Source: an optimization exercise on an open RTL-to-GDS flow (aim: small area). Production flows keep margins and buffers that such runs may drop.
Only simulation tests tie the RTL to the original design; equivalence was not proved.
Power figures rest on the tool's default switching activity, not on a simulated workload.

===== design/flow/run.sh =====
#!/bin/bash
# synth_recipe.tcl (not shown) runs the flow's synth.tcl, then flattens the netlist and writes it again
# the make line also repeats each setting of config.mk as NAME=value (left out here)
make -C /OpenROAD-flow-scripts/flow DESIGN_CONFIG=/design/flow/config.mk WORK_HOME=/design/flow/orfs CLKGATE_MAP_FILE= SYNTH_SCRIPT=/design/flow/synth_recipe.tcl finish

===== design/flow/config.mk =====
export PLATFORM = sky130hd
export DESIGN_NAME = Kitchen_Timer
export DESIGN_NICKNAME = Kitchen_Timer
export VERILOG_FILES = /design/flow/design.v
export SDC_FILE = /design/flow/constraint.sdc
export NUM_CORES = 4
export LEC_CHECK = 0
export CAP_MARGIN = 20
export CORE_MARGIN = 2
export CORE_UTILIZATION = 40
export PLACE_DENSITY = 0.6
export SLEW_MARGIN = 20

===== design/flow/constraint.sdc =====
create_clock -name core_clock -period 10.0 [get_ports {clk}]
set_input_delay 2.0000 -clock core_clock [delete_from_list [all_inputs] [get_ports {clk}]]
set_output_delay 2.0000 -clock core_clock [all_outputs]
set_load 0.01 [all_outputs]

===== design/flow/design.v =====
`timescale 1ns / 1ps
module bin_to_seg(
    input [3:0] bin,  
    output reg [6:0] disp  
);
    always @(*) begin
        case(bin)
            4'b0000: begin disp = 7'b1000000; end  
            4'b0001: begin disp = 7'b1111001; end  
            4'b0010: begin disp = 7'b0100100; end  
            4'b0011: begin disp = 7'b0110000; end  
            4'b0100: begin disp = 7'b0011001; end  
				4'b0101: begin disp = 7'b0010010; end  
				4'b0110: begin disp = 7'b0000010; end  
				4'b0111: begin disp = 7'b1111000; end  
				4'b1000: begin disp = 7'b0000000; end  
				4'b1001: begin disp = 7'b0011000; end  
            default: begin disp = 7'b0000110; end  
        endcase
    end
endmodule
`timescale 1ns / 1ps
module vga_controller (clk,chip_rst,rst,pixel_en,HS,VS,hcounter,vcounter,blank);
	input clk, chip_rst;	 
	input rst, pixel_en;	 
	output reg HS, VS, blank;	 
	output reg [10:0] hcounter, vcounter;	 
	parameter HMAX = 800; 	 
	parameter VMAX = 525; 	 
	parameter HLINES = 640;	 
	parameter HFP = 648; 	 
	parameter HSP = 744; 	 
	parameter VLINES = 480;	 
	parameter VFP = 482; 	 
	parameter VSP = 484; 	 
	parameter SPP = 0;		 
	wire video_enable;	 
	always@(posedge clk)begin
		if(chip_rst) blank <= 0;
		else if(pixel_en) blank <= ~video_enable; 
	end
	always@(posedge clk)begin
		if(chip_rst == 1) hcounter <= 0;
		else if(!pixel_en) hcounter <= hcounter;
		else if(rst == 1) hcounter <= 0;
		else if (hcounter == HMAX) hcounter <= 0;
		else hcounter <= hcounter + 1'b1;
	end
	always@(posedge clk)begin
		if(chip_rst == 1) vcounter <= 0;
		else if(!pixel_en) vcounter <= vcounter;
		else if(rst == 1) vcounter <=0;
		else if(hcounter == HMAX) begin
			if(vcounter == VMAX) vcounter <= 0;
			else vcounter <= vcounter + 1'b1; 
		end
	end
	always@(posedge clk)begin
		if(chip_rst == 1) HS <= 0;
		else if(!pixel_en) HS <= HS;
		else if(hcounter >= HFP && hcounter < HSP) HS <= SPP;
		else HS <= ~SPP; 
	end
	always@(posedge clk)begin
		if(chip_rst == 1) VS <= 0;
		else if(!pixel_en) VS <= VS;
		else if(vcounter >= VFP && vcounter < VSP) VS <= SPP;
		else VS <= ~SPP; 
	end
	assign video_enable = (hcounter < HLINES && vcounter < VLINES) ? 1'b1 : 1'b0;
endmodule
`timescale 1ns / 1ps
module VGA_display(chip_rst, rst, clk, R, G, B, HS, VS, big_bin);
	input chip_rst;	 
	input rst;	 
	input clk;	 
	input [15:0] big_bin;
	output reg [2:0] R, G;
	output reg [1:0] B;
	output HS;
	output VS;
	wire [10:0] hcount, vcount;	 
	wire blank;	 
	wire [13:0] min_1, min_0, sec_1, sec_0;	 
	wire [1:0] dot; 
	wire [6:0] num_0, num_1, num_2, num_3;
	bin_to_seg bts0 (big_bin[3:0], num_0);
	bin_to_seg bts1 (big_bin[7:4], num_1);
	bin_to_seg bts2 (big_bin[11:8], num_2);
	bin_to_seg bts3 (big_bin[15:12], num_3);
	parameter N = 2;	 
	reg clk_25Mhz;
	reg clk_25Mhz_q;	 
	reg [N-1:0] count;
	always @ (posedge clk) begin
		if (chip_rst) begin
			count <= 0;
			clk_25Mhz <= 0;
			clk_25Mhz_q <= 0;
		end
		else begin
			count <= count + 1'b1;
			clk_25Mhz <= count[N-1];
			clk_25Mhz_q <= clk_25Mhz;
		end
	end
	wire pixel_en = clk_25Mhz & ~clk_25Mhz_q;	 
	vga_controller vc(
		.clk(clk),
		.chip_rst(chip_rst),
		.rst(rst), 
		.pixel_en(pixel_en), 
		.HS(HS), 
		.VS(VS), 
		.hcounter(hcount), 
		.vcounter(vcount), 
		.blank(blank));
	assign min_1[0] = ~blank & (hcount >= 200 & hcount <= 250 & vcount >= 100 & vcount <= 110);
	assign min_1[1] = ~blank & (hcount >= 240 & hcount <= 250 & vcount >= 115 & vcount <= 155);
	assign min_1[2] = ~blank & (hcount >= 240 & hcount <= 250 & vcount >= 160 & vcount <= 200);
	assign min_1[3] = ~blank & (hcount >= 200 & hcount <= 250 & vcount >= 205 & vcount <= 215);
	assign min_1[4] = ~blank & (hcount >= 200 & hcount <= 210 & vcount >= 160 & vcount <= 200);
	assign min_1[5] = ~blank & (hcount >= 200 & hcount <= 210 & vcount >= 115 & vcount <= 155);
	assign min_1[6] = ~blank & (hcount >= 215 & hcount <= 235 & vcount >= 153 & vcount <= 163);
	assign min_0[0] = ~blank & (hcount >= 260 & hcount <= 310 & vcount >= 100 & vcount <= 110);
	assign min_0[1] = ~blank & (hcount >= 300 & hcount <= 310 & vcount >= 115 & vcount <= 155);
	assign min_0[2] = ~blank & (hcount >= 300 & hcount <= 310 & vcount >= 160 & vcount <= 200);
	assign min_0[3] = ~blank & (hcount >= 260 & hcount <= 310 & vcount >= 205 & vcount <= 215);
	assign min_0[4] = ~blank & (hcount >= 260 & hcount <= 270 & vcount >= 160 & vcount <= 200);
	assign min_0[5] = ~blank & (hcount >= 260 & hcount <= 270 & vcount >= 115 & vcount <= 155);
	assign min_0[6] = ~blank & (hcount >= 275 & hcount <= 295 & vcount >= 153 & vcount <= 163);
	assign sec_1[0] = ~blank & (hcount >= 340 & hcount <= 390 & vcount >= 100 & vcount <= 110);
	assign sec_1[1] = ~blank & (hcount >= 380 & hcount <= 390 & vcount >= 115 & vcount <= 155);
	assign sec_1[2] = ~blank & (hcount >= 380 & hcount <= 390 & vcount >= 160 & vcount <= 200);
	assign sec_1[3] = ~blank & (hcount >= 340 & hcount <= 390 & vcount >= 205 & vcount <= 215);
	assign sec_1[4] = ~blank & (hcount >= 340 & hcount <= 350 & vcount >= 160 & vcount <= 200);
	assign sec_1[5] = ~blank & (hcount >= 340 & hcount <= 350 & vcount >= 115 & vcount <= 155);
	assign sec_1[6] = ~blank & (hcount >= 355 & hcount <= 375 & vcount >= 153 & vcount <= 163);
	assign sec_0[0] = ~blank & (hcount >= 400 & hcount <= 450 & vcount >= 100 & vcount <= 110);
	assign sec_0[1] = ~blank & (hcount >= 440 & hcount <= 450 & vcount >= 115 & vcount <= 155);
	assign sec_0[2] = ~blank & (hcount >= 440 & hcount <= 450 & vcount >= 160 & vcount <= 200);
	assign sec_0[3] = ~blank & (hcount >= 400 & hcount <= 450 & vcount >= 205 & vcount <= 215);
	assign sec_0[4] = ~blank & (hcount >= 400 & hcount <= 410 & vcount >= 160 & vcount <= 200);
	assign sec_0[5] = ~blank & (hcount >= 400 & hcount <= 410 & vcount >= 115 & vcount <= 155);
	assign sec_0[6] = ~blank & (hcount >= 415 & hcount <= 435 & vcount >= 153 & vcount <= 163);
	assign dot[0] = ~blank & (hcount >= 320 & hcount <= 330 & vcount >= 125 & vcount <= 145);
	assign dot[1] = ~blank & (hcount >= 320 & hcount <= 330 & vcount >= 170 & vcount <= 190);
	always @ (posedge clk) begin
		if (chip_rst) begin
			R <= 0;
			G <= 0;
			B <= 0;
		end
		else if ( (min_1[0] && !num_3[0]) || (min_1[1] && !num_3[1]) || (min_1[2] && !num_3[2]) || (min_1[3] && !num_3[3]) || (min_1[4] && !num_3[4]) || (min_1[5] && !num_3[5]) || (min_1[6] && !num_3[6]) ||
			  (min_0[0] && !num_2[0]) || (min_0[1] && !num_2[1]) || (min_0[2] && !num_2[2]) || (min_0[3] && !num_2[3]) || (min_0[4] && !num_2[4]) || (min_0[5] && !num_2[5]) || (min_0[6] && !num_2[6]) ||
			  (sec_1[0] && !num_1[0]) || (sec_1[1] && !num_1[1]) || (sec_1[2] && !num_1[2]) || (sec_1[3] && !num_1[3]) || (sec_1[4] && !num_1[4]) || (sec_1[5] && !num_1[5]) || (sec_1[6] && !num_1[6]) ||
			  (sec_0[0] && !num_0[0]) || (sec_0[1] && !num_0[1]) || (sec_0[2] && !num_0[2]) || (sec_0[3] && !num_0[3]) || (sec_0[4] && !num_0[4]) || (sec_0[5] && !num_0[5]) || (sec_0[6] && !num_0[6]) ||
			  (|dot)
			 ) begin	 
			R <= 1;
			G <= 0;
			B <= 0;
		end
		else begin
			R <= 0;
			G <= 0;
			B <= 0;
		end
	end
endmodule
`timescale 1ns / 1ps
module k_clock_delay(
    input clk, rst,
    output reg k_clk
);
reg [6:0] count;
always @(posedge clk) begin
	if (rst) begin
		count <= 0;
		k_clk <= 0;
	end
	else begin
    count <= count + 1;
    if (count == 100) begin
        k_clk <= ~k_clk;
        count <= 1;
    end 
	end
end
endmodule
`timescale 1ns / 1ps
module fakecounter(
	input clk, rst,  
	input clock,  
	input [3:0] min_1, min_0, sec_1, sec_0,  
	output reg [15:0] big_bin  
    );
reg clock_q;  
always @(posedge clk) begin
	if (rst) begin
		clock_q <= 0;
		big_bin <= 0;
	end
	else begin
		clock_q <= clock;
		if (clock && !clock_q)
			big_bin <= {min_1, min_0, sec_1, sec_0};
	end
end
endmodule
`timescale 1ns / 1ps
module debugger(
	input clk, rst, clock, up, reset, pause, start, get_min, get_sec,  
	input [5:0] num,  
	output reg led,  
	output reg [3:0] min_1, min_0, sec_1, sec_0  
);
reg move, strt, tick;
reg [5:0] min, sec;
always @(posedge clk) begin
	if (rst) begin  
		min_1 <= 0;
		min_0 <= 0;
		sec_1 <= 0;
		sec_0 <= 0;
		move <= 1;
		led <= 0;
		tick <= 1;
		strt <= 0;
		min <= 0;
		sec <= 0;
	end
	else begin
	if (reset) begin  
		min <= 0;
		sec <= 0;
		move <= 1;
		strt <= 0;
		led <= 0;
	end
	else if (start) begin  
		strt <= 1;
	end
	else if (pause) begin  
		move <= ~move;
	end
	else if (clock && up && tick && move && strt) begin  
		tick <= 0;
		led <= 0;
		if (sec < 59) begin
			sec <= sec + 1;
		end
		else if (sec == 59 && min < 59) begin
			sec <= 0;
			min <= min + 1;
		end
		else if (sec == 59 && min == 59) begin
			sec <= 0;
			min <= 0;
		end
	end
	else if (clock && !up && tick && move && strt) begin  
		tick <= 0;
		led <= 0;
		if (sec > 0) begin
			sec <= sec - 1;
		end
		else if (sec == 0 && min > 0) begin
			sec <= 59;
			min <= min - 1;
		end
		else if (min == 0 && sec == 0) begin
			led <= 1;
		end
	end
	else if (get_min && !strt) begin  
		if (num <= 59) begin
			min <= num;
		end
		else begin
			min <= 59;
		end
	end
	else if (get_sec && !strt) begin  
		if (num <= 59) begin
			sec <= num;
		end
		else begin
			sec <= 59;
		end
	end
	sec_0 <= sec%10;
	sec_1 <= sec/10;
	min_0 <= min%10;
	min_1 <= min/10;
	if (!clock) begin
		tick <= 1;
	end
	end
end
endmodule
`timescale 1ns / 1ps
module debouncer(
    input clk,
    input rst,
    input PB,   
    output PB_up
);
reg PB_state;   
reg PB_sync_0;  always @(posedge clk) if (rst) PB_sync_0 <= 0; else PB_sync_0 <= ~PB;   
reg PB_sync_1;  always @(posedge clk) if (rst) PB_sync_1 <= 0; else PB_sync_1 <= PB_sync_0;
reg [7:0] PB_cnt;
wire PB_idle = (PB_state==PB_sync_1);
wire PB_cnt_max = &PB_cnt;   
always @(posedge clk)
if (rst) begin
    PB_state <= 0;
    PB_cnt <= 0;
end
else if(PB_idle)
    PB_cnt <= 0;   
else
begin
    PB_cnt <= PB_cnt + 1;   
    if(PB_cnt_max) PB_state <= ~PB_state;   
end
assign PB_up = ~PB_idle & PB_cnt_max & PB_state;
endmodule
`timescale 1ns / 1ps
module clock_delay(
    input clk, rst, fast,  
    output reg clock  
);
reg [9:0] count;
always @(posedge clk) begin
	if (rst) begin
		count <= 0;
		clock <= 0;
	end
	else if(fast) begin
		count <= count +1;
		if(count == 200)begin
			clock <= ~clock;
			count <= 1;
		end
	end
	else begin
    count <= count + 1;
    if (count == 1000) begin
        clock <= ~clock;
        count <= 1;
    end 
	end
end
endmodule
`timescale 1ns / 1ps
module alternate(
    input clk, rst,  
    input k_clk,  
    input [15:0] big_bin,  
    output reg[3:0] small_bin, AN  
);
    reg [1:0] count;
    reg k_clk_q;  
    always @(posedge clk) begin
        if (rst) begin
            count <= 0;
            AN <= 0;
            small_bin <= 0;
            k_clk_q <= 0;
        end
        else begin
            k_clk_q <= k_clk;
            if (k_clk && !k_clk_q) begin
            count <= count + 1;
            case(count)
                2'b00: begin
                    AN <= 4'b1110;
                    small_bin <= big_bin[3:0];
                end
                2'b01: begin
                    AN <= 4'b1101;
                    small_bin <= big_bin[7:4];
                end
                2'b10: begin
                    AN <= 4'b1011;
                    small_bin <= big_bin[11:8];
                end
                2'b11: begin
                    AN <= 4'b0111;
                    small_bin <= big_bin[15:12];
                    count <= 0;
                end
            endcase
            end
        end
    end
endmodule
`timescale 1ns / 1ps
module Kitchen_Timer(
	input [5:0] num,  
	input un_start, un_pause, un_reset, un_get_min, un_get_sec,  
	input fast, up, clk,  
	input rst,  
	output led,  
	output [3:0] AN,  
	output [6:0] disp,  
	output HS, VS,
	output [2:0] R, G,
	output [1:0] B
);
wire clock, k_clk; 
wire reset, start, pause, get_min, get_sec;  
wire [3:0] small_bin, min_1, min_0, sec_1, sec_0;  
wire [15:0] big_bin;  
clock_delay cd0 (clk, rst, fast, clock);  
k_clock_delay cd1 (clk, rst, k_clk);  
debouncer s (clk, rst, un_start, start); 
debouncer p (clk, rst, un_pause, pause); 
debouncer r (clk, rst, un_reset, reset); 
debouncer gm (clk, rst, un_get_min, get_min); 
debouncer gs (clk, rst, un_get_sec, get_sec); 
debugger d (clk, rst, clock, up, reset, pause, start, get_min, get_sec, num, led, min_1, min_0, sec_1, sec_0); 
fakecounter fc (clk, rst, clock, min_1, min_0, sec_1, sec_0, big_bin); 
alternate alt (clk, rst, k_clk, big_bin, small_bin, AN); 
bin_to_seg bts (small_bin, disp); 
VGA_display vdisplay (rst, reset, clk, R, G, B, HS, VS, big_bin);
endmodule

==> tab_implementation.tex <==
\begin{tabular}{lr}
\hline
Metric & Value \\
\hline
\multicolumn{2}{l}{\textbf{CTS}} \\
Clock tree root driver cell & clkbuf\_16 \\
Clock transition at the registers of the reported paths & 0.08 ns \\
Setup Fix Bufs, Post-CTS & 0 \\
Clock tree sinks & 195 \\
CTS tree & done \\
Quantity of hold-fixing buffers added after cts & 0 \\
TritonCTS buffer count & 17 \\
CTS max path bufs & 2 \\
Insertion delay to the later sink of the worst-skew pair & 0.43 ns \\
CTS resizes & 0 \\
Htree depth & 4 \\
\multicolumn{2}{l}{\textbf{Critical path}} \\
Category of the most critical setup path & in2reg \\
Largest fanout of any net on the critical path & 17 \\
Required time of the critical path & 10.32 ns \\
Crit path DAT & 4.25 ns \\
Worst r2r path cells & 12 \\
Reg-to-reg critical path startpoint & d.sec[4] \\
Endpoint of the worst-slack reg-to-reg timing path & d.sec\_0[2] \\
Category of the worst setup path launch point & primary input \\
Setup slack of the worst register-to-register path & 6.55 ns \\
Setup crit end kind & register \\
\multicolumn{2}{l}{\textbf{Final layout}} \\
Area growth, synth to finish & 9.87\% \\
Number of antenna repair diodes & 0 \\
Post-layout instance area & 0.0112 mm\^{}2 \\
Final core utilization & 44.6\% \\
Final-stage net count & 1,270 \\
Proportion of layout cells with a drive suffix above 1 & 6.70\% \\
\multicolumn{2}{l}{\textbf{Global routing}} \\
Largest net degree at the start of global routing & 81 \\
Antenna violations before repair & 0 \\
Wire length of the first global-routing pass & 38.0 mm \\
Vias in the first global route & 7,622 \\
All-layer global routing usage & 17.3\% \\
Leftover overflow at the end of global routing & 0 \\
\multicolumn{2}{l}{\textbf{Flow run}} \\
Max\_cap viols & 0 \\
\multicolumn{2}{l}{\textbf{Place}} \\
Cell area reported after detailed placement & 0.0105 mm\^{}2 \\
Number of port buffers & 29 \\
Placer's final routability congestion estimate & 0.848 \\
Dpl hpwl & 15.8 mm \\
\multicolumn{2}{l}{\textbf{STA}} \\
F\_max & 254 MHz \\
Worst Tran Pin Value & 0.934 ns \\
Setup TNS & 0 ns \\
Fin. Hold Viols & 0 \\
Final critical-path share of the clock period & 39.3\% \\
Number of max-slew violations in the final report & 0 \\
Slew Limit Headroom & 37.6\% \\
Unrepaired setup endpoints after global routing & no \\
Final count of negative-setup-slack endpoints & 0 \\
Crit path time final & 3.93 ns \\
Clock Skew & 0.0188 ns \\
\multicolumn{2}{l}{\textbf{Detailed routing}} \\
DRC & 0 \\
First-iteration detailed-routing DRC count & 610 \\
Number of vias per cell & 5.31 \\
Routed len/inst & 14.6 um \\
Via total after detailed routing & 8,165 \\
Final ANT Viol Nets & 0 \\
Final Routed Wirelength & 22.5 mm \\
Drt first pass iters & 9 \\
\multicolumn{2}{l}{\textbf{Die}} \\
Initial Utilization & 40.6\% \\
Core area & 0.0250 mm\^{}2 \\
Total Die Area & 0.0267 mm\^{}2 \\
Horizontal extent of the die & 163 um \\
Ports placed on the boundary & 37 \\
Die Y-Extent & 163 um \\
Std-Cell Rows & 58 \\
\multicolumn{2}{l}{\textbf{Synthesis}} \\
Leading register cell type out of synthesis & dfxtp\_1 \\
Flop and latch count out of synthesis & 195 \\
Synth top area share & 38.4\% \\
Sequential fraction of the synthesis area & 38.4\% \\
Syn Area/Cell & 8.41 um\^{}2 \\
Number of enable-type register cells in the synthesized netlist & 0 \\
Count of mapped cells out of synthesis & 1,208 \\
Post-synth ARST share & 0\% \\
Top post-synthesis cells by area & dfxtp\_1 (38\%), ha\_1 (7.3\%), nor2\_1 (6.5\%) \\
Number of distinct standard cells referenced by the synthesized netlist & 90 \\
Commonest cells in the synthesized netlist & dfxtp\_1 (195), nor2\_1 (175), nand2\_1 (97), o21ai\_0 (61) \\
Cell type with the largest total area after synthesis & dfxtp\_1 \\
Cell area after technology mapping & 0.0102 mm\^{}2 \\
Warning count from the yosys run & 9 \\
Most frequent cell after synthesis & dfxtp\_1 \\
\multicolumn{2}{l}{\textbf{Power and ir drop}} \\
Static Leakage & 4.12 nW \\
Worst VDD drop & 0.119 mV \\
Power density relative to cell area & 138 mW/mm\^{}2 \\
\multicolumn{2}{l}{\textbf{Hold path}} \\
Class of the worst hold path & reg2reg \\
Hold endpoint & vdisplay.count[0] \\
Min-Delay Startpoint & vdisplay.count[0] \\
Depth of the worst hold-timing path & 1 \\
\multicolumn{2}{l}{\textbf{Status}} \\
Result of the run & finished clean \\
\hline
\end{tabular}
layout make-up:
class / instances / area [um^2]
clock inverter: 13 / 171
multi-input combinational: 902 / 5730
timing repair buffer: 32 / 308
inverter: 48 / 180
fill: 2486 / 13900
sequential: 195 / 3900
tap: 330 / 413
clock buffer: 19 / 453
flip-flops by register name (all words and copies together) (netlist names), 3 cells and up:
register	cells
cd0.count	10
disp	7
d.sec_1	3
d.min	6
d.min_1	3
vdisplay.num_2	7
vdisplay.vc.vcounter	11
gs.PB_cnt	8
d.min_0	4
s.PB_cnt	8
p.PB_cnt	8
vdisplay.num_3	7
d.sec	6
d.sec_0	4
alt.small_bin	4
vdisplay.vc.hcounter	11
alt.AN	4
vdisplay.num_1	7
fc.big_bin	14
r.PB_cnt	8
cd1.count	7
vdisplay.num_0	7
gm.PB_cnt	8
metal layers:
layer	share of wire (%)	GRT usage, %
met5	0	0
met4	1.3	4.83
met3	4.1	3.02
met2	44	26.4
met1	51	25.1
metrics by stage:
step | cells | setup slack, ns | hold slack, ns | total power (W)
floorplan | 1214 | 6.53 | 0.413 | 0.000835
global placement | 1507 | 5.64 | 0.417 | 0.000847
detailed placement | 1507 | 5.67 | 0.422 | 0.000848
CTS | 1539 | 6.13 | 0.440 | 0.00156
global route | 1539 | 5.88 | 0.462 | 0.00160
finish | 1539 | 6.07 | 0.436 | 0.00154
worst max-delay path, cell delays in order:
cell and delay, ns:
clkdlybuf4s50_1 0.81, nor2_1 0.23, nand2b_1 0.14, nor2_1 0.07, nor4_4 0.53, o21ai_0 0.18
a22oi_1 0.22, nor2_1 0.06
layout by cell type (no fill, tap or decap), types with 17 or more instances in the layout:
cell | netlist | routed
nor2b_1 | 21 | 21
inv_1 | 46 | 46
xnor2_1 | 40 | 40
xor2_1 | 36 | 36
o21ai_0 | 61 | 61
a21oi_1 | 59 | 59
nor2_1 | 175 | 175
mux2i_1 | 23 | 23
nand3_1 | 58 | 58
nor3_1 | 23 | 23
dfxtp_1 | 195 | 195
clkdlybuf4s50_1 | 0 | 28
nand2_1 | 97 | 97
clkbuf_16 | 0 | 17
ha_1 | 59 | 59
cell families (layout without fill, tap and decap cells):
family	Yosys count	after routing	synth area share (%)
compound gates	230	230	14.8
xor+xnor	76	76	6.55
buf+inv	117	112	5.37
mux	31	31	3.15
fa+ha+maj	60	60	7.38
simple gates	498	498	24.2
other cells	1	7	0.0369
flops	195	195	38.4
power breakdown:
| part | switching [W] | internal (W) | total [W] |
|---|---|---|---|
| logic | 0.0000245 | 0.0000159 | 0.0000404 |
| clock network | 0.000339 | 0.000375 | 0.000714 |
| registers | 0.00000597 | 0.000783 | 0.000789 |
| total | 0.000369 | 0.00117 | 0.00154 |
how the worst max path moves through the flow:
stage,start,slack (ns),endpoint
after global routing,up,5.88,d.sec[2]
after detailed placement,up,5.67,d.sec[2]
after floorplan,up,6.53,d.sec[2]
after global placement,up,5.64,d.sec[3]
after CTS,up,6.13,d.sec[3]
final,up,6.07,d.sec[3]

-- static timing again, ports no longer ideal --
How much do the figures lean on ideal ports? The routed layout below was timed once more, with nothing changed but the port constraints. Step 1, drivers: a clkbuf_16 drives clk and a buf_2 each remaining input, both assumed. Step 2 also shifts input and output timing later by t, the mid clock arrival at the registers, as if the neighbouring blocks saw the same clock. Three values: ideal ports, drivers, drivers and shift; two values: the first two.
shift t [ns]: 0.470
setup slack, ns: 6.070 / 6.089 / 5.619
worst setup path after step 2: input to register
After both steps this run still meets setup and hold. For this run, drivers alone change the setup slack by +0.019 ns; drivers and shift together by -0.451 ns.
